Context: an optimization exercise on an open-source flow, tuned for small area and a short achievable clock period. The choices shown serve that exercise and are no tape-out recipe.
Where RTL was checked, it was by simulation tests only, not by an equivalence proof against the original.
The RTL of run 5 was laid out without a check of its function.
No activity file was given, so power comes from the tool's default toggle rates.

==> flow/design.v <==
module IEEE754_AdderSubtract
(
	input clock,
	input resetn,
	input [31:0] a,
	input [31:0] b,
	output [31:0] y
);
	wire [7:0]  ea = a[30:23];
	wire [7:0]  eb = b[30:23];
	wire [7:0]  d;                               
	wire        ge;                              
	bk_add #(8) u_dba (eb, ~ea, 1'b1, d, ge);
	wire        big = ge ? (|d[7:5]) : (~&d[7:5] | (d == 8'he0));
	reg         v1, sg1, sub1, ge1, big1;
	reg  [7:0]  eg1;
	reg  [4:0]  d1;
	reg  [22:0] ma1, mb1;
	always @(posedge clock) begin
		v1   <= resetn;
		sg1  <= ge ? b[31] : a[31];
		sub1 <= a[31] ^ b[31];
		ge1  <= ge;
		eg1  <= ge ? eb : ea;
		big1 <= big;
		d1   <= d[4:0];
		ma1  <= a[22:0];
		mb1  <= b[22:0];
	end
	wire [22:0] mg = ge1 ? mb1 : ma1;
	wire [23:0] mw = ge1 ? {1'b1, ma1} : {2'b01, mb1[22:1]};
	wire [4:0]  she = big1 ? {4'b1011, ge1} : (d1 ^ {5{~ge1}});
	wire [23:0] sm = mw >> she;
	wire [24:0] A = {2'b01, mg};
	wire [24:0] B = {1'b0, sm} ^ {25{sub1}};
	wire [24:0] p = A ^ B;
	wire [24:0] gc;                              
	wire [24:0] pc;                              
	wire        co;
	bk_prefix #(25, 16) u_pre (A & B, p, gc, pc, co);
	wire        neg = sub1 & ~co;
	wire [24:0] r = p ^ (gc | (pc & {25{co}})) ^ {25{neg}};
	wire        s = sg1 ^ neg;
	wire [4:0]  c;                               
	wire        nz;                              
	lzc32 u_lzc ({r, 7'b0}, c, nz);
	wire [24:0] n1 = c[4] ? {r[8:0], 16'b0} : r;
	wire [24:0] n2 = c[3] ? {n1[16:0], 8'b0} : n1;
	wire [24:0] n3 = c[2] ? {n2[20:0], 4'b0} : n2;
	wire [24:0] n4 = c[0] ? {n3[23:0], 1'b0} : n3;
	wire [7:0]  egp;
	bk_add #(8) u_inc (eg1, 8'd0, 1'b1, egp, );
	reg         s2, k2;
	reg  [7:0]  egp2;
	reg  [4:0]  nlz2;                            
	reg  [23:0] n42;
	always @(posedge clock)
		k2 <= c[1];                              
	always @(posedge clock) begin
		if (!resetn || !v1) begin
			s2   <= 1'b0;
			egp2 <= 8'd0;
			nlz2 <= 5'h1f;                       
			n42  <= 24'd0;
		end else begin
			s2   <= s;
			egp2 <= egp;
			nlz2 <= ~{c[4:2], c[1] & nz, c[0]};  
			n42  <= n4[23:0];
		end
	end
	wire [23:0] n5 = k2 ? {n42[21:0], 2'b0} : n42;
	wire [2:0]  ehd;
	wire [4:0]  elo;
	wire        nb;                              
	bk_add #(3, 2) u_dec (egp2[7:5], 3'b111, 1'b0, ehd, );
	sk_add6 u_exp (egp2[4:0], nlz2, elo, nb);
	assign y = {s2, nb ? egp2[7:5] : ehd, elo, n5[23:1]};
endmodule
module bk_prefix #(parameter N = 8, parameter TOPD = 4)
(
	input  [N-1:0] g,
	input  [N-1:0] p,
	output [N-1:0] gc,
	output [N-1:0] pc,
	output         co
);
	reg [N-1:0] G, P, Gn, Pn;
	integer i, d;
	always @(*) begin
		G = g;
		P = p;
		for (d = 1; d < N; d = d * 2) begin
			Gn = G; Pn = P;
			for (i = 2*d-1; i < N; i = i + 2*d) begin
				Gn[i] = G[i] | (P[i] & G[i-d]);
				Pn[i] = P[i] & P[i-d];
			end
			G = Gn; P = Pn;
		end
		for (d = TOPD; d >= 1; d = d / 2) begin
			Gn = G; Pn = P;
			for (i = 3*d-1; i < N; i = i + 2*d) begin
				Gn[i] = G[i] | (P[i] & G[i-d]);
				Pn[i] = P[i] & P[i-d];
			end
			G = Gn; P = Pn;
		end
	end
	assign gc = {G[N-2:0], 1'b0};
	assign pc = {P[N-2:0], 1'b1};
	assign co = G[N-1];
endmodule
module bk_add #(parameter N = 8, parameter TOPD = 4)
(
	input  [N-1:0] x,
	input  [N-1:0] y,
	input          ci,
	output [N-1:0] s,
	output         co
);
	wire [N-1:0] p = x ^ y;
	wire [N-1:0] gc, pc;
	wire         c;
	bk_prefix #(N, TOPD) u_pre (x & y, p, gc, pc, c);
	assign s  = p ^ (gc | (pc & {N{ci}}));
	assign co = c | (&p & ci);
endmodule
module lzc32
(
	input  [31:0] x,
	output [4:0]  c,
	output        v
);
	wire [3:0] ch, cl;
	wire       vh, vl;
	lzc16 u_h (x[31:16], ch, vh);
	lzc16 u_l (x[15:0],  cl, vl);
	assign v = vh | vl;
	assign c = vh ? {1'b0, ch} : {1'b1, cl};
endmodule
module lzc16
(
	input  [15:0] x,
	output [3:0]  c,
	output        v
);
	wire [2:0] ch, cl;
	wire       vh, vl;
	lzc8 u_h (x[15:8], ch, vh);
	lzc8 u_l (x[7:0],  cl, vl);
	assign v = vh | vl;
	assign c = vh ? {1'b0, ch} : {1'b1, cl};
endmodule
module lzc8
(
	input  [7:0] x,
	output [2:0] c,
	output       v
);
	wire [1:0] ch, cl;
	wire       vh, vl;
	lzc4 u_h (x[7:4], ch, vh);
	lzc4 u_l (x[3:0], cl, vl);
	assign v = vh | vl;
	assign c = vh ? {1'b0, ch} : {1'b1, cl};
endmodule
module lzc4
(
	input  [3:0] x,
	output [1:0] c,
	output       v
);
	assign v = |x;
	assign c[1] = ~(x[3] | x[2]);
	assign c[0] = ~(x[3] | (~x[2] & x[1]));
endmodule
module sk_add6
(
	input  [4:0] x,
	input  [4:0] y,
	output [4:0] s,
	output       co
);
	wire [5:0] g = {x & y, 1'b1};
	wire [5:0] p = {x ^ y, 1'b0};
	wire g10 = g[1] | (p[1] & g[0]);
	wire g32 = g[3] | (p[3] & g[2]);
	wire p32 = p[3] & p[2];
	wire g54 = g[5] | (p[5] & g[4]);
	wire p54 = p[5] & p[4];
	wire g20 = g[2] | (p[2] & g10);
	wire g30 = g32 | (p32 & g10);
	wire g40 = g[4] | (p[4] & g30);
	wire g50 = g54 | (p54 & g30);
	assign s  = p[5:1] ^ {g40, g30, g20, g10, g[0]};
	assign co = g50;
endmodule
==> flow/flow/run.sh <==
#!/bin/bash
# The standard layout, with two changes to how it is made:
#  - the smallest plain buffer (buf_1) as the port buffer on every input and output;
#  - repair_timing aims for 15.5 ns of setup slack (the clock and constraints are unchanged).
set -euo pipefail
bash standard.sh finish "BUFFER_PORTS_ARGS=-buffer_cell sky130_fd_sc_hd__buf_1" SETUP_SLACK_MARGIN=15.5 > standard_flow.log 2>&1
==> flow/standard.sh <==
#!/bin/bash
# synth_recipe.tcl (not shown) runs the flow's synth.tcl, then flattens the netlist and writes it again
# the make line also repeats each setting of config.mk as NAME=value (left out here)
make -C /OpenROAD-flow-scripts/flow DESIGN_CONFIG=/design/flow/config.mk WORK_HOME=/design/flow/orfs CLKGATE_MAP_FILE= SYNTH_SCRIPT=/design/flow/synth_recipe.tcl "${@:-finish}"
==> flow/config.mk <==
export PLATFORM = sky130hd
export DESIGN_NAME = IEEE754_AdderSubtract
export DESIGN_NICKNAME = IEEE754_AdderSubtract
export VERILOG_FILES = /design/flow/design.v
export SDC_FILE = /design/flow/constraint.sdc
export NUM_CORES = 4
export LEC_CHECK = 0
export ABC_AREA = 1
export CAP_MARGIN = 20
export CORE_MARGIN = 2
export CORE_UTILIZATION = 50
export CTS_BUF_LIST = sky130_fd_sc_hd__clkbuf_8
export GPL_TIMING_DRIVEN = 0
export SLEW_MARGIN = 20
==> flow/constraint.sdc <==
create_clock -name core_clock -period 22.0 [get_ports {clock}]
set_input_delay 4.4000 -clock core_clock [delete_from_list [all_inputs] [get_ports {clock}]]
set_output_delay 4.4000 -clock core_clock [all_outputs]
set_load 0.01 [all_outputs]
==> flow_summary.yaml, run 1 <==
status:
  status: "finished clean"
worst_setup_path:
  timing.reg2reg.worst_path_depth: 41
  crit_path_start_kind: "flop"
  crit_start: "egp2[2]"
  crit_type: "flop to output port"
  critPathCaptureType: "output port"
  critPathMaxFanout: 3
  cp.arrival_ns: 1.96
  rr_startpoint: "ge1"
  required_ns: 17.60
place:
  port_buffers: 97
  place.gp.congestion: 0.945
  dpl_cell_area_um2: 8760
  pre_cts_ws_ns: 15.15
  dp_hpwl_um: 18700
timing:
  drv_slew: 0
  worst_pin_slew_ns: 0.699
  setup_ws_ns: 15.64
  min_period_over_period_pct: 28.9
  setup_tns_ns: 0
  max_slew_margin_pct: 53.4
  period_minus_slack_ns: 6.36
  rsz0062_at_grt: "yes"
  hold_viol_final: 0
  max_clock_freq_mhz: 157
  setup_viol: 0
  finClkSkew_ns: 0.0123
  holdWs_ns: 0.435
global_route:
  grt_overflow_total: 0
  grt_pass1_wl_um: 36600
  antenna_found_initial: 0
  grt_max_degree: 19
  grtUsageTotal_pct: 26.0
  grt_pass1_vias: 7422
cts:
  cts_sinks: 103
  root_buffer: "clkbuf_8"
  cts.path.max_buffers: 2
  clk_pin_slew_ns: 0.10
  hold_buffers: 0
  numCtsBuffers: 9
  clkLatencyLatePin_ns: 0.38
  cts_htree_levels: 3
  cts_tree: "built"
hold_path:
  holdPathStages: 1
  hold_path.class: "flop to flop"
  hold_start: "eg1[0]"
synth:
  synth_area_per_cell_um2: 6.24
  synth_nets: 1409
  ys_seq_elements: 103
  synth_cells: 1299
  yosysWarnings: 4
  synth_seq_area_share_pct: 25.4
  yosysUniqueCellTypes: 50
  syn_area_um2: 8110
power:
  power_leakage_nw: 4.44
  p_int_mw: 0.479
  finalPower_mw: 0.995
  swShare_pct: 51.9
  pwr_density_cell_nw_per_um2: 110
  ir_worst_vdd_mv: 0.0463
  comb_power_share_pct: 65.4
  clkPwrFrac_pct: 11.6
  power_frac_seq_pct: 22.9
  power.switching_mw: 0.516
final_layout:
  final_layout_size_suffix_gt1_share_pct: 8.05
  multi_input_area_um2: 5220
  seq_area_um2: 2060
  area_growth_pct: 11.7
  diodes: 0
  fill_cells: 1696
  design_area_um2: 9060
  layout.nets: 1522
routing:
  via_per_inst: 5.15
  drt-pass1-iter-count: 5
  drt_iter0_drc: 736
  vias: 8415
  wl_um: 22500
  drtAntennaViolNets: 0
  post_drt_wl_per_cell_um: 13.8
  drc: 0
die:
  fp-row-count: 46
  die_height_um: 131
  start_util_pct: 51.0
  die_area_um2: 17200
  core-area_um2: 15900
  ioPinCount: 98
  dieWidth_um: 131
flow_run:
  drv_cap: 0
critical path, cell delays in order, from the launching register on:
cell,delay (ns)
dfxtp_1,0.31
ha_1,0.32
a21oi_1,0.15
nand2_1,0.09
fa_1,0.38
xor2_1,0.17
clkbuf_2,0.15
cells in the mapped netlist, drive strengths merged:
cell type | instances | area share [%]
a2111oi | 1 | 0.11
a211oi | 1 | 0.093
a21boi | 1 | 0.093
a21o | 10 | 0.93
a21oi | 51 | 3.3
a221oi | 1 | 0.11
a22oi | 1 | 0.093
a31oi | 2 | 0.15
and2 | 1 | 0.077
buf | 29 | 2.8
clkbuf | 28 | 1.3
clkinv | 5 | 0.23
dfxtp | 103 | 25
fa | 2 | 0.49
ha | 42 | 6.5
inv | 142 | 6.6
mux2 | 2 | 0.28
mux2i | 3 | 0.37
nand2 | 409 | 19
nand3 | 130 | 8.5
nand3b | 3 | 0.28
nand4 | 12 | 0.93
nor2 | 108 | 5.9
nor3 | 8 | 0.49
nor4 | 1 | 0.077
o211ai | 5 | 0.52
o21ai | 139 | 8.7
o21bai | 3 | 0.28
o221ai | 1 | 0.11
o22ai | 3 | 0.23
or2 | 1 | 0.077
xnor2 | 14 | 1.7
xor2 | 37 | 4.0
layout make-up:
cell class	instances	share of cell area (%)
multi-input combinational	992	57.7
sequential	103	22.8
inverter	147	6.13
timing repair buffer	101	4.36
buffer	57	3.83
tap	216	2.98
clock buffer	11	1.67
clock inverter	5	0.552
timing repair inverter	1	0.0552
power groups by stage:
stage                     logic, mW  registers, mW  clock network [mW]
after floorplan               0.471          0.229                   0
after global placement        0.628          0.232                   0
after detailed placement      0.631          0.232                   0
after CTS                     0.634          0.228               0.120
after global routing          0.729          0.232               0.128
final                         0.651          0.228               0.116
registers in the layout, summed over array words and instances (netlist names), 5 cells and up:
name and count:
d1 5, eg1 8, egp2 8, ma1 23, mb1 23, n42 24
nlz2 5
metal layers:
metal	up-vias	global-route usage [%]	part of all wire [%]
li1	4412	-	-
met1	3722	37.0	49
met2	246	40.6	44
met3	35	3.28	4.7
met4	0	9.12	2.8
met5	-	0	0
path summary, 6_finish.rpt:
path / slack, ns / endpoint
worst max-delay path: 15.64 / y[27]
worst min-delay path: 0.44 / egp2[0]
worst max register to register: 16.02 / n42[18]
worst min register to register: 0.44 / egp2[0]
through the flow:
step	instances	utilization, %
final	1633	57.0
after global routing	1633	57.0
after CTS	1628	56.5
after detailed placement	1612	55.1
after global placement	1612	55.1
after floorplan	1299	-
cells in the final DEF, fill, tap and decap left out, types with 3 or more instances in the layout:
cell	count
buf_6	8
nand4_1	12
o21bai_1	3
xor2_1	37
a21o_1	10
nor3_1	6
clkbuf_4	3
o21ai_1	17
nor2_4	5
inv_2	7
o22ai_1	3
ha_1	41
nand2_2	9
buf_4	17
dfxtp_1	103
nor2_1	89
o21ai_0	120
a21oi_1	48
nand3b_1	3
xnor2_1	12
clkbuf_1	21
nor2_2	13
nand3_2	5
o211ai_1	4
mux2i_1	3
nand2_1	398
clkinv_1	3
buf_1	98
clkbuf_8	11
inv_1	136
buf_2	5
nand3_1	124
clkbuf_2	6
kinds of logic (layout without fill, tap and decap cells):
family | after synthesis | in the layout | synth area share (%)
fa+ha+maj | 44 | 44 | 6.98
mux | 5 | 5 | 0.648
buf+inv | 204 | 322 | 10.9
compound gates | 219 | 219 | 14.7
simple gates | 673 | 673 | 35.6
xor+xnor | 51 | 51 | 5.70
flops | 103 | 103 | 25.4
what timing repair did:
item,in CTS,in global routing
resized for setup,2,33
hold endpoints to repair,0,0
pin swaps,0,2
setup endpoints to repair,28,31
gates cloned,0,1
buffers inserted,0,4
==> inputs of run 2 (changes only) <==
--- a/flow/config.mk
+++ b/flow/config.mk
@@ -10,5 +10,6 @@
 export CORE_MARGIN = 2
-export CORE_UTILIZATION = 50
+export CORE_UTILIZATION = 60
 export CTS_BUF_LIST = sky130_fd_sc_hd__clkbuf_8
 export GPL_TIMING_DRIVEN = 0
+export PLACE_DENSITY = 0.75
 export SLEW_MARGIN = 20
==> run 2 against run 1 <==
Non-clock buffer count is 1 lower. First-iteration DRC count is 1.5% lower. Die area is 16% lower. Worst setup slack lost 0.041 ns. Sequential power is essentially flat. Combinational power fell by 0.8%. Hold slack better by 0.0073 ns. Total power shrank 1.0%.
==> flow_summary.yaml, run 2 <==
power:
  ir_worst_vdd_mv: 0.0606
  pwr_density_cell_nw_per_um2: 110
  power_leakage_nw: 4.42
  finalPower_mw: 0.985
die:
  die_height_um: 120
  fp-row-count: 42
  core-area_um2: 13200
  die_area_um2: 14500
  ioPinCount: 98
  start_util_pct: 61.2
  dieWidth_um: 120
synth:
  synthAdderAreaFrac_pct: 6.98
  synth_top_area_share_pct: 25.4
  synth_flop_cell: "dfxtp_1"
  syn_area_um2: 8110
  yosysUniqueCellTypes: 50
  synth_area_leader_cell: "dfxtp_1"
  synth_nets: 1409
  synth_compound_area_share_pct: 14.7
  synth_edf_count: 0
  async_flop_share_pct: 0
  yosysWarnings: 4
  synth_area_per_cell_um2: 6.24
  synth_xor_area_share_pct: 5.70
  synth_top_family_by_area: "simple AND/OR/NAND/NOR gates"
  muxShareOfSynthArea_pct: 0.648
  synth_most_common_cell: "nand2_1"
  synth_area_leaders: "dfxtp_1 25%, nand2_1 18%, o21ai_0 7.8%"
  synth_seq_area_share_pct: 25.4
  synth_cells: 1299
  yosys.area_share.simple_pct: 35.6
  ys_seq_elements: 103
  netlist_top_cells_count: "399 x nand2_1, 136 x inv_1, 127 x o21ai_0"
global_route:
  grt_overflow_total: 0
  grt_pass1_wl_um: 36800
  antenna_found_initial: 0
  grt_max_degree: 18
  grtUsageTotal_pct: 31.5
  grt_pass1_vias: 7834
worst_setup_path:
  crit_path_start_kind: "flop"
  timing.reg2reg.worst_path_depth: 35
  required_ns: 17.60
  r2r_setup_slack_ns: 15.94
  cp.arrival_ns: 2.00
  critPathCaptureType: "output port"
  critPathMaxFanout: 3
  crit_type: "flop to output port"
timing:
  drv_slew: 0
  min_period_over_period_pct: 29.1
  setup_viol: 0
  hold_viol_final: 0
  rsz0062_at_grt: "no"
  setup_tns_ns: 0
  max_slew_margin_pct: 55.6
  worst_pin_slew_ns: 0.667
  setup_ws_ns: 15.60
  finClkSkew_ns: 0.0104
  period_minus_slack_ns: 6.40
  max_clock_freq_mhz: 156
place:
  dp_cells: 1572
  port_buffers: 97
  pre_cts_ws_ns: 15.10
  dp_hpwl_um: 18100
  place.gp.congestion: 0.976
cts:
  root_buffer: "clkbuf_8"
  numCtsBuffers: 9
  clk_pin_slew_ns: 0.10
  cts_htree_levels: 3
  hold_buffers: 0
  clkLatencyLatePin_ns: 0.39
  cts_tree: "built"
  cts.path.max_buffers: 2
  cts_sinks: 103
routing:
  vias: 8658
  drt-pass1-iter-count: 5
  drc: 0
  drt_iter0_drc: 725
  drtAntennaViolNets: 0
  post_drt_wl_per_cell_um: 14.1
  via_per_inst: 5.44
  wl_um: 22400
final_layout:
  area_growth_pct: 10.6
  diodes: 0
  final_cells: 1592
  layout.nets: 1521
  final_core_util_pct: 67.7
  final_cell_mix: "398 x nand2_1, 138 x inv_1, 124 x nand3_1"
  reg_top3: "n42 (24), ma1 (23), mb1 (23)"
  final_layout_size_suffix_gt1_share_pct: 7.84
  largest_register_ffs: 24
  top_register: "n42"
  mostFrequentLayoutCell: "nand2_1"
flow_run:
  drv_cap: 0
hold_path:
  hold_path.class: "flop to flop"
  holdPathStages: 1
status:
  status: "finished clean"
## run 2: cell counts after synthesis
Identical to the previous run, type by type.
## run 2: critical path: stages (launching register included)
cell	delay, ns
dfxtp_1	0.32
ha_1	0.33
a21oi_1	0.16
nand2_1	0.11
fa_1	0.38
xor2_1	0.16
clkbuf_2	0.15
## run 2: worst paths after layout
check / endpoint / start
worst max register to register: nlz2[1] / ge1
worst min-delay path: egp2[0] / eg1[0]
worst max-delay path: y[27] / egp2[2]
worst min register to register: egp2[0] / eg1[0]
## run 2: cell families after synthesis
group / after synthesis
simple gates: 673
compound gates: 219
buf+inv: 204
fa+ha+maj: 44
xor+xnor: 51
mux: 5
flops: 103
## run 2: cell type report
cell class,count,area [um^2]
well taps,176,220
multi-input cells,992,5210
fillers,1206,4280
clock buffers,10,138
flip-flops and latches,103,2060
clock inverters,6,43.8
plain buffers,57,345
repair inverters,1,5.00
repair buffers,100,388
inverters,147,556
## run 2: power breakdown
part	leakage (nW)	switching [mW]	total, mW	internal, mW
Sequential	0.860	0.0126	0.229	0.216
Combinational	3.46	0.433	0.646	0.212
Clock	0.0978	0.0658	0.111	0.0450
Total	4.42	0.512	0.985	0.473
## run 2: repair_timing
item | 4_1_cts | 5_1_grt
gates resized for setup | 2 | 28
setup endpoints to repair | 30 | 30
cloned | 0 | 1
pin swaps | 0 | 1
buffers inserted | 0 | 3
## run 2: metal layers
layer	share of wire [%]	global-route usage [%]	vias to the layer above
met5	0	0	-
met4	2.7	9.59	0
met3	6.2	4.39	42
met2	45	52.1	334
met1	46	42.7	3885
li1	-	-	4397
## run 2: stage by stage
step                      hold WS (ns)  area (um^2)
after floorplan                  0.399         8120
after global placement           0.414         8710
final                            0.443         8970
after detailed placement         0.412         8710
after CTS                        0.428         8900
after global routing             0.473         8970
==> inputs of run 3 (changes only) <==
--- a/flow/config.mk
+++ b/flow/config.mk
@@ -13,3 +13,2 @@
 export GPL_TIMING_DRIVEN = 0
-export PLACE_DENSITY = 0.75
 export SLEW_MARGIN = 20
==> run 3 against run 2 <==
Still clean. Sequential share of layout area down 0.15 points. Combinational power is essentially flat. Count of clock-buffer cells in the layout down 1. Register-to-register slack gained 0.16 ns. Cell count decreased by 0.19%. Largest cell class unchanged.
==> flow_summary.yaml, run 3 <==
synth:
  synth_most_common_cell: "nand2_1"
  synth_area_per_cell_um2: 6.24
  synth_seq_area_share_pct: 25.4
  synth_cells: 1299
  synth_compound_area_share_pct: 14.7
  synth_flop_cell: "dfxtp_1"
  synth_top_family_by_area: "simple AND/OR/NAND/NOR gates"
  yosysUniqueCellTypes: 50
  synth_xor_area_share_pct: 5.70
  synth_top_area_share_pct: 25.4
  synth_nets: 1409
  netlist_top_cells_count: "399 x nand2_1, 136 x inv_1, 127 x o21ai_0"
  ys_seq_elements: 103
  syn_area_um2: 8110
  synthAdderAreaFrac_pct: 6.98
  yosysWarnings: 4
  synth_edf_count: 0
  async_flop_share_pct: 0
  synth_area_leader_cell: "dfxtp_1"
  muxShareOfSynthArea_pct: 0.648
  yosys.area_share.simple_pct: 35.6
  synth_area_leaders: "dfxtp_1 25%, nand2_1 18%, o21ai_0 7.8%"
worst_setup_path:
  rr_startpoint: "ge1"
  required_ns: 17.60
  cp.arrival_ns: 1.89
  crit_start: "egp2[2]"
  critPathMaxFanout: 3
  cpPeakStageDelay_ns: 0.38
  path_cells: "ha_4, a21oi_2, nand2_1, fa_1, xor2_1, clkbuf_2"
  crit_path_start_kind: "flop"
  critPathCaptureType: "output port"
  cpMaxStageDelayCell: "fa_1"
  crit_type: "flop to output port"
hold_path:
  hold_start: "eg1[0]"
  hold_path.class: "flop to flop"
place:
  port_buffers: 97
  place.gp.congestion: 1.01
  dp_cells: 1572
  dp_hpwl_um: 17600
  pre_cts_ws_ns: 15.32
routing:
  drc: 0
  drt-pass1-iter-count: 6
  post_drt_wl_per_cell_um: 13.6
  drtAntennaViolNets: 0
  vias: 8497
  via_per_inst: 5.35
  drt_iter0_drc: 608
  wl_um: 21700
power:
  power.switching_mw: 0.514
  ir_worst_vdd_mv: 0.0635
  power_frac_seq_pct: 22.7
  p_int_mw: 0.494
  pwr_density_cell_nw_per_um2: 112
  swShare_pct: 51.0
  comb_power_share_pct: 64.0
  clkPwrFrac_pct: 13.3
  power_leakage_nw: 4.43
status:
  status: "finished clean"
cts:
  numCtsBuffers: 9
  cts.path.max_buffers: 2
  clkLatencyLatePin_ns: 0.37
  cts_tree: "built"
  hold_buffers: 0
  cts_htree_levels: 3
  root_buffer: "clkbuf_8"
  clk_pin_slew_ns: 0.10
  cts_sinks: 103
die:
  die_area_um2: 14500
  core-area_um2: 13200
  die_height_um: 120
  dieWidth_um: 120
  start_util_pct: 61.2
  ioPinCount: 98
  fp-row-count: 42
timing:
  drv_slew: 0
  min_period_over_period_pct: 28.6
  setup_viol: 0
  max_slew_margin_pct: 54.7
  hold_viol_final: 0
  finClkSkew_ns: 0.0126
  worst_pin_slew_ns: 0.679
  rsz0062_at_grt: "no"
  period_minus_slack_ns: 6.29
  holdWs_ns: 0.427
  max_clock_freq_mhz: 159
  setup_tns_ns: 0
  setup_ws_ns: 15.71
final_layout:
  final_cell_mix: "397 x nand2_1, 136 x inv_1, 125 x o21ai_0"
  mostFrequentLayoutCell: "nand2_1"
  diodes: 0
  fill_cells: 1304
  top_register: "n42"
  largest_register_ffs: 24
  reg_top3: "n42 (24), ma1 (23), mb1 (23)"
  final_layout_size_suffix_gt1_share_pct: 8.07
  area_growth_pct: 11.3
  final_cells: 1589
  layout.nets: 1518
  final_core_util_pct: 68.2
global_route:
  antenna_found_initial: 0
  grtUsageTotal_pct: 30.4
  grt_overflow_total: 0
  grt_pass1_vias: 7550
  grt_pass1_wl_um: 35600
  grt_max_degree: 20
flow_run:
  drv_cap: 0
## run 3: cell counts after synthesis
No cell type changed its count.
## run 3: cell families after synthesis
logic type      count (synthesis)
compound gates                219
xor+xnor                       51
fa+ha+maj                      44
buf+inv                       204
flops                         103
mux                             5
simple gates                  673
## run 3: power groups by stage
stage / clock network [mW] / registers [mW] / logic [mW]
3_3_place_gp: 0 / 0.232 / 0.617
6_report: 0.134 / 0.229 / 0.646
2_1_floorplan: 0 / 0.229 / 0.471
3_5_place_dp: 0 / 0.233 / 0.622
5_1_grt: 0.143 / 0.232 / 0.730
4_1_cts: 0.137 / 0.229 / 0.626
## run 3: worst paths after layout
check	endpoint	slack, ns	cells past startpoint
max	y[27]	15.71	6
min	egp2[0]	0.43	1
max reg2reg	n42[15]	16.10	39
min reg2reg	egp2[0]	0.43	1
## run 3: critical path: cells and delay by family (launching register included)
| family | cells | cell delay (ns) |
|---|---|---|
| fa+ha+maj | 2 | 0.61 |
| flops | 1 | 0.37 |
| xor+xnor | 1 | 0.17 |
| buf+inv | 1 | 0.16 |
| compound gates | 1 | 0.13 |
| simple gates | 1 | 0.09 |
## run 3: cell type report
| class | count | area, um^2 | share of cell area (%) |
|---|---|---|---|
| clock buffer | 9 | 124 | 1.37 |
| timing repair buffer | 98 | 373 | 4.13 |
| buffer | 57 | 343 | 3.80 |
| sequential | 103 | 2060 | 22.8 |
| multi-input combinational | 992 | 5240 | 58.0 |
| tap | 176 | 220 | 2.44 |
| clock inverter | 7 | 113 | 1.25 |
| inverter | 147 | 556 | 6.15 |
## run 3: layer usage
metal  part of all wire, %  GRT usage [%]  up-vias
met4                   2.8           9.88        0
met1                    47           42.1     3799
met2                    44           49.0      268
met3                   5.8           4.34       39
li1                      -              -     4391
met5                     0              0        -
## run 3: metrics by stage
step                      instance area (um^2)  power (mW)
after floorplan                           8120       0.701
after global placement                    8710       0.849
after detailed placement                  8710       0.855
after CTS                                 8950       0.992
after global routing                      9030        1.10
final                                     9030        1.01
## run 3: timing repair
action | in CTS | in global routing
endpoints found under the setup margin | 26 | 32
gates resized for setup | 1 | 29
endpoints found under the hold margin | 0 | 0
setup buffers | 0 | 1
==> inputs of run 4 (changes only) <==
==> flow/flow/run.sh (replaced) <==
#!/bin/bash
# The standard layout, with two changes to how it is made:
#  - the smallest plain buffer (buf_1) as the port buffer on every input and output;
#  - repair_timing aims for 15.6 ns of setup slack (the clock and constraints are unchanged).
set -euo pipefail
bash standard.sh finish "BUFFER_PORTS_ARGS=-buffer_cell sky130_fd_sc_hd__buf_1" SETUP_SLACK_MARGIN=15.6 > standard_flow.log 2>&1
==> run 4 against run 3 <==
Clock skew decreased by 0.0035 ns. Register-to-register slack hardly changed. Hold slack better by 0.0025 ns. Wire length grew 1.5%. Global-route usage rose by 0.37 points.
==> flow_summary.yaml, run 4 <==
synth:
  yosysWarnings: 4
  synth_cells: 1299
  async_flop_share_pct: 0
  synth_edf_count: 0
  yosys.area_share.simple_pct: 35.6
  muxShareOfSynthArea_pct: 0.648
  yosysUniqueCellTypes: 50
  synth_nets: 1409
  synth_area_per_cell_um2: 6.24
  synth_area_leaders: "dfxtp_1 25%, nand2_1 18%, o21ai_0 7.8%"
  synth_xor_area_share_pct: 5.70
  syn_area_um2: 8110
  netlist_top_cells_count: "399 x nand2_1, 136 x inv_1, 127 x o21ai_0"
  synth_top_family_by_area: "simple AND/OR/NAND/NOR gates"
  synth_most_common_cell: "nand2_1"
  synth_compound_area_share_pct: 14.7
  synthAdderAreaFrac_pct: 6.98
  synth_area_leader_cell: "dfxtp_1"
  synth_seq_area_share_pct: 25.4
  synth_flop_cell: "dfxtp_1"
  synth_top_area_share_pct: 25.4
  ys_seq_elements: 103
hold_path:
  worstHoldEndpoint: "egp2[0]"
  hold_start: "eg1[0]"
  holdPathStages: 1
  hold_path.class: "flop to flop"
cts:
  cts.path.max_buffers: 2
  numCtsBuffers: 9
  cts_tree: "built"
  cts_htree_levels: 3
  clk_pin_slew_ns: 0.10
  root_buffer: "clkbuf_8"
  clkLatencyLatePin_ns: 0.38
  cts_sinks: 103
  hold_buffers: 0
flow_run:
  drv_cap: 0
routing:
  drtAntennaViolNets: 0
  drt-pass1-iter-count: 6
  via_per_inst: 5.42
  drt_iter0_drc: 800
  wl_um: 22000
  drc: 0
  vias: 8616
  post_drt_wl_per_cell_um: 13.8
timing:
  drv_slew: 0
  max_clock_freq_mhz: 158
  setup_tns_ns: 0
  hold_viol_final: 0
  max_slew_margin_pct: 55.2
  rsz0062_at_grt: "no"
  min_period_over_period_pct: 28.7
  finClkSkew_ns: 0.00910
  period_minus_slack_ns: 6.31
  setup_viol: 0
  worst_pin_slew_ns: 0.673
worst_setup_path:
  critPathCaptureType: "output port"
  critPathMaxFanout: 3
  crit_start: "nlz2[2]"
  cp.arrival_ns: 1.91
  path_cells: "ha_4, a21oi_1, nand2_1, fa_1, xor2_1, buf_2"
  crit_type: "flop to output port"
  path_buf_inv: 1
  crit_family: "adder cells"
  crit_path_start_kind: "flop"
  rr_startpoint: "ge1"
  r2r_setup_slack_ns: 16.10
  required_ns: 17.60
  cpPeakStageDelay_ns: 0.39
  timing.reg2reg.worst_path_depth: 39
  r2r-end: "n42[14]"
  cpMaxStageDelayCell: "fa_1"
final_layout:
  top_register: "n42"
  mostFrequentLayoutCell: "nand2_1"
  largest_register_ffs: 24
  area_growth_pct: 11.2
  fill_cells: 1267
  final_cell_mix: "398 x nand2_1, 135 x inv_1, 124 x nand3_1"
  final_core_util_pct: 68.0
  reg_top3: "n42 (24), ma1 (23), mb1 (23)"
  diodes: 0
  final_layout_size_suffix_gt1_share_pct: 8.41
  layout.nets: 1520
die:
  ioPinCount: 98
  start_util_pct: 61.2
  fp-row-count: 42
  core-area_um2: 13200
  die_height_um: 120
  dieWidth_um: 120
  die_area_um2: 14500
global_route:
  grt_max_degree: 19
  grt_pass1_vias: 7558
  grtUsageTotal_pct: 30.8
  grt_pass1_wl_um: 35800
  grt_overflow_total: 0
  antenna_found_initial: 0
power:
  ir_worst_vdd_mv: 0.0654
  power_leakage_nw: 4.43
  pwr_density_cell_nw_per_um2: 109
  finalPower_mw: 0.987
status:
  status: "finished clean"
place:
  place.gp.congestion: 1.02
  dp_hpwl_um: 17700
  port_buffers: 97
## run 4: worst max-delay path by stage
stage	to	slack, ns	depth (start not counted)
6_report	y[27]	15.69	6
4_1_cts	nlz2[1]	15.60	35
3_3_place_gp	n42[18]	15.25	38
3_5_place_dp	n42[18]	15.28	38
5_1_grt	n42[14]	15.60	40
2_1_floorplan	sg1	15.59	12
## run 4: per-stage QoR
| step | instance area (um^2) | hold WS (ns) | worst slack (ns) | instances |
|---|---|---|---|---|
| 2_1_floorplan | 8130 | 0.399 | 15.59 | 1299 |
| 3_3_place_gp | 8710 | 0.417 | 15.25 | 1572 |
| 3_5_place_dp | 8710 | 0.413 | 15.28 | 1572 |
| 4_1_cts | 8910 | 0.431 | 15.60 | 1588 |
| 5_1_grt | 9010 | 0.458 | 15.60 | 1591 |
| 6_report | 9010 | 0.429 | 15.69 | 1591 |
## run 4: power breakdown
| part | switching, mW | internal, mW |
|---|---|---|
| clock network | 0.0646 | 0.0457 |
| logic | 0.435 | 0.213 |
| registers | 0.0125 | 0.216 |
## run 4: repair_timing
action                                  in CTS  in global routing
pin swaps                                    0                  2
buffers inserted                             0                  2
gates cloned                                 0                  1
gates resized for setup                      2                 34
endpoints found under the setup margin      30                 45
## run 4: routing by layer
| metal | GRT usage (%) | wire length (um) |
|---|---|---|
| met1 | 42.6 | 10200 |
| met3 | 4.06 | 1310 |
| met5 | 0 | 0 |
| met4 | 10.8 | 649 |
| met2 | 49.5 | 9790 |
## run 4: cells by family after synthesis
family                   Yosys count
AO/OA/AOI/OAI                    219
adder cells (fa/ha/maj)           44
XOR/XNOR                          51
buffers and inverters            204
flip-flops                       103
AND/OR/NAND/NOR                  673
multiplexers                       5
## run 4: worst register-to-register path, delay by kind of cell (launching register included)
kind,cells,cell delay (ns)
muxes,1,0.18
and+or+nand+nor,22,2.52
adders and majority gates,1,0.38
xor gates and xnor gates,1,0.17
DFF,1,0.33
buffers and inverters,8,1.08
AOI/OAI and AO/OA,6,1.14
## run 4: layout make-up
type | count | area (um^2) | share of cell area, %
buffer | 57 | 354 | 3.93
clock buffer | 10 | 138 | 1.53
clock inverter | 6 | 52.6 | 0.583
inverter | 147 | 556 | 6.16
multi-input combinational | 992 | 5240 | 58.2
sequential | 103 | 2060 | 22.9
tap | 176 | 220 | 2.44
timing repair buffer | 99 | 380 | 4.22
timing repair inverter | 1 | 5.00 | 0.0555
==> inputs of run 5 (changes only) <==
--- a/flow/design.v
+++ b/flow/design.v
@@ -13,4 +13,6 @@
 	bk_add #(8) u_dba (eb, ~ea, 1'b1, d, ge);
-	wire        big = ge ? (|d[7:5]) : (~&d[7:5] | (d == 8'he0));
-	reg         v1, sg1, sub1, ge1, big1;
+	wire [3:0]  dt  = {1'b0, ea[7:5]} - {1'b0, eb[7:5]};
+	wire        big = (dt == 4'd1)  ? (ea[4:0] >= eb[4:0]) :
+	                  (dt == 4'hf)  ? (eb[4:0] >= ea[4:0]) : (dt != 4'd0);
+	reg         v1, sa1, sb1, ge1, big1;
 	reg  [7:0]  eg1;
@@ -20,4 +22,4 @@
 		v1   <= resetn;
-		sg1  <= ge ? b[31] : a[31];
-		sub1 <= a[31] ^ b[31];
+		sa1  <= a[31];
+		sb1  <= b[31];
 		ge1  <= ge;
@@ -29,2 +31,4 @@
 	end
+	wire        sg1  = ge1 ? sb1 : sa1;
+	wire        sub1 = sa1 ^ sb1;
 	wire [22:0] mg = ge1 ? mb1 : ma1;
==> run 5 against run 4 <==
Still clean on timing, DRC and antenna. Hold slack improved by 0.013 ns. Clock skew increased by 0.0098 ns. Utilization increased by 0.46 points. Die area increased by 1.4%. Area after synthesis increased by 1.4%. Register-to-register slack got worse by 0.05 ns. Critical endpoint unchanged. Largest cell class unchanged. Highest routed layer unchanged.
==> flow_summary.yaml, run 5 <==
synth:
  synth_flop_cell: "dfxtp_1"
  synth_cells: 1370
  synth_area_per_cell_um2: 6.00
  synth_most_common_cell: "nand2_1"
  synth_top_area_share_pct: 25.1
  synth_seq_area_share_pct: 25.1
  synth_edf_count: 0
  synth_area_leaders: "dfxtp_1 25%, nand2_1 21%, o21ai_0 7.8%"
  syn_area_um2: 8220
  synth_area_leader_cell: "dfxtp_1"
  async_flop_share_pct: 0
  netlist_top_cells_count: "465 x nand2_1, 164 x inv_1, 128 x o21ai_0"
  yosysUniqueCellTypes: 46
  yosysWarnings: 4
  synth_nets: 1484
  ys_seq_elements: 103
cts:
  clkLatencyLatePin_ns: 0.39
  cts.path.max_buffers: 2
  cts_sinks: 103
  root_buffer: "clkbuf_8"
  hold_buffers: 0
  cts_tree: "built"
  cts_htree_levels: 3
  clk_pin_slew_ns: 0.09
  numCtsBuffers: 9
routing:
  via_per_inst: 5.39
  vias: 8937
  post_drt_wl_per_cell_um: 13.4
  drtAntennaViolNets: 0
  wl_um: 22200
  drc: 0
  drt-pass1-iter-count: 6
  drt_iter0_drc: 830
final_layout:
  mostFrequentLayoutCell: "nand2_1"
  final_core_util_pct: 68.5
  reg_top3: "n42 (24), ma1 (23), mb1 (23)"
  multi_input_area_um2: 5310
  largest_register_ffs: 24
  final_layout_size_suffix_gt1_share_pct: 7.48
  top_register: "n42"
  fill_cells: 1272
  seq_area_um2: 2070
  area_growth_pct: 10.8
  final_cell_mix: "460 x nand2_1, 164 x inv_1, 126 x nand3_1"
  layout.nets: 1593
  diodes: 0
timing:
  max_slew_margin_pct: 58.5
  min_period_over_period_pct: 28.6
  period_minus_slack_ns: 6.30
  drv_slew: 0
  setup_viol: 0
  max_clock_freq_mhz: 159
  setup_ws_ns: 15.70
  finClkSkew_ns: 0.0189
  setup_tns_ns: 0
  hold_viol_final: 0
  worst_pin_slew_ns: 0.606
  rsz0062_at_grt: "no"
place:
  pre_cts_ws_ns: 15.20
  port_buffers: 97
  dp_hpwl_um: 18300
  place.gp.congestion: 0.981
power:
  p_int_mw: 0.429
  pwr_density_cell_nw_per_um2: 94.2
  power_frac_seq_pct: 25.9
  swShare_pct: 50.0
  ir_worst_vdd_mv: 0.0628
  comb_power_share_pct: 60.9
  power_leakage_nw: 4.66
  power.switching_mw: 0.429
  finalPower_mw: 0.858
  clkPwrFrac_pct: 13.2
hold_path:
  hold_path.class: "flop to flop"
global_route:
  use_met3_pct: 5.69
  grt_pass1_vias: 7963
  grt_pass1_wl_um: 36500
  busiest_layer: "met2"
  grt.met2_usage_pct: 49.8
  grtUsageTotal_pct: 30.9
  grt_max_degree: 18
  use_met1_pct: 40.7
  antenna_found_initial: 0
  grt_overflow_total: 0
worst_setup_path:
  cpMaxStageDelayCell: "fa_1"
  critPathMaxFanout: 3
  crit_path_start_kind: "flop"
  required_ns: 17.60
  critPathCaptureType: "output port"
  cp.arrival_ns: 1.90
  crit_type: "flop to output port"
  cpPeakStageDelay_ns: 0.43
  path_cells: "ha_4, a21oi_2, nand2_2, fa_1, xor2_1, buf_2"
die:
  core-area_um2: 13300
  ioPinCount: 98
  fp-row-count: 42
  die_height_um: 121
  dieWidth_um: 121
  start_util_pct: 61.8
  die_area_um2: 14700
flow_run:
  drv_cap: 0
status:
  status: "finished clean"
[run 5: what timing repair did]
| action | in CTS | in global routing |
|---|---|---|
| endpoints found under the setup margin | 32 | 45 |
| buffers inserted | 0 | 1 |
| resized for setup | 7 | 48 |
| pin swaps | 0 | 5 |
[run 5: per-layer routing]
| metal | up-vias | wire, um |
|---|---|---|
| li1 | 4577 | - |
| met1 | 3929 | 10000 |
| met2 | 372 | 9960 |
| met3 | 59 | 1500 |
| met4 | 0 | 671 |
| met5 | - | 0 |
[run 5: path summary, 6_finish.rpt]
check | startpoint | endpoint | slack (ns) | depth (start not counted)
worst max-delay path | egp2[2] | y[27] | 15.70 | 6
worst min-delay path | eg1[0] | egp2[0] | 0.44 | 1
worst min register to register | eg1[0] | egp2[0] | 0.44 | 1
worst max register to register | ge1 | nlz2[1] | 16.05 | 40
[run 5: cell families after synthesis]
logic type / after synthesis / synth area share, %
AO/OA/AOI/OAI: 212 / 13.9
XOR/XNOR: 38 / 4.05
adder cells (fa/ha/maj): 48 / 7.58
buffers and inverters: 233 / 11.4
flip-flops: 103 / 25.1
multiplexers: 6 / 0.761
AND/OR/NAND/NOR: 730 / 37.3
[run 5: cell type report]
type	instances	area share [%]
Multi-Input combinational cell	1034	58.3
Clock buffer	11	1.66
Timing Repair Buffer	98	4.09
Sequential cell	103	22.7
Tap cell	176	2.42
Inverter	175	7.25
Buffer	58	3.21
Clock inverter	4	0.398
[run 5: worst max-delay path: cells and delay by family (launching register included)]
family / cells / cell delay [ns]
adders and majority gates: 2 / 0.68
DFF: 1 / 0.34
buffers and inverters: 1 / 0.15
xor gates and xnor gates: 1 / 0.14
AOI/OAI and AO/OA: 1 / 0.13
and+or+nand+nor: 1 / 0.08
[run 5: metrics by stage]
step,hold slack (ns),instance area (um^2),std cells
global placement,0.416,8810,1643
detailed placement,0.423,8810,1643
CTS,0.441,9010,1658
floorplan,0.399,8220,1370
global route,0.464,9110,1659
finish,0.443,9110,1659
[run 5: power by group through the flow]
stage | registers, mW | logic, mW | clock network [mW]
detailed placement | 0.226 | 0.500 | 0
CTS | 0.222 | 0.503 | 0.116
global placement | 0.225 | 0.495 | 0
global route | 0.225 | 0.588 | 0.124
finish | 0.222 | 0.522 | 0.113
floorplan | 0.223 | 0.378 | 0

-- port drivers added, routing unchanged --
The flow's constraints put no driver on any port. The routed layouts listed below were extracted and timed again, unchanged, in two steps.
Step 1 (the two cells are an assumption about what drives the block):
set clk [get_ports {clock}]
set_driving_cell -lib_cell sky130_fd_sc_hd__clkbuf_16 $clk
set_driving_cell -lib_cell sky130_fd_sc_hd__buf_2 [delete_from_list [all_inputs] $clk]
Step 2, shift: input delay + t, output delay - t, t = (earliest + latest rising clock arrival at the registers) / 2. This alone moves slack from input paths to output paths.
Slacks: no drivers / after step 1 / after step 2; pairs: no drivers / after step 1.
run	t, ns	setup WS [ns]	worst setup path after step 2
run 1	0.416	15.638 / 15.598 / 15.311	input to register
run 2	0.420	15.597 / 15.557 / 15.293	input to register
run 3	0.407	15.705 / 15.668 / 15.342	input to register
run 4	0.411	15.687 / 15.648 / 15.316	input to register
run 5	0.422	15.702 / 15.661 / 15.477	input to register
After both steps setup and hold are still met in every run listed. The setup slack of run 4, which loses most, moves by -0.039 ns with the drivers and by -0.371 ns with both steps.
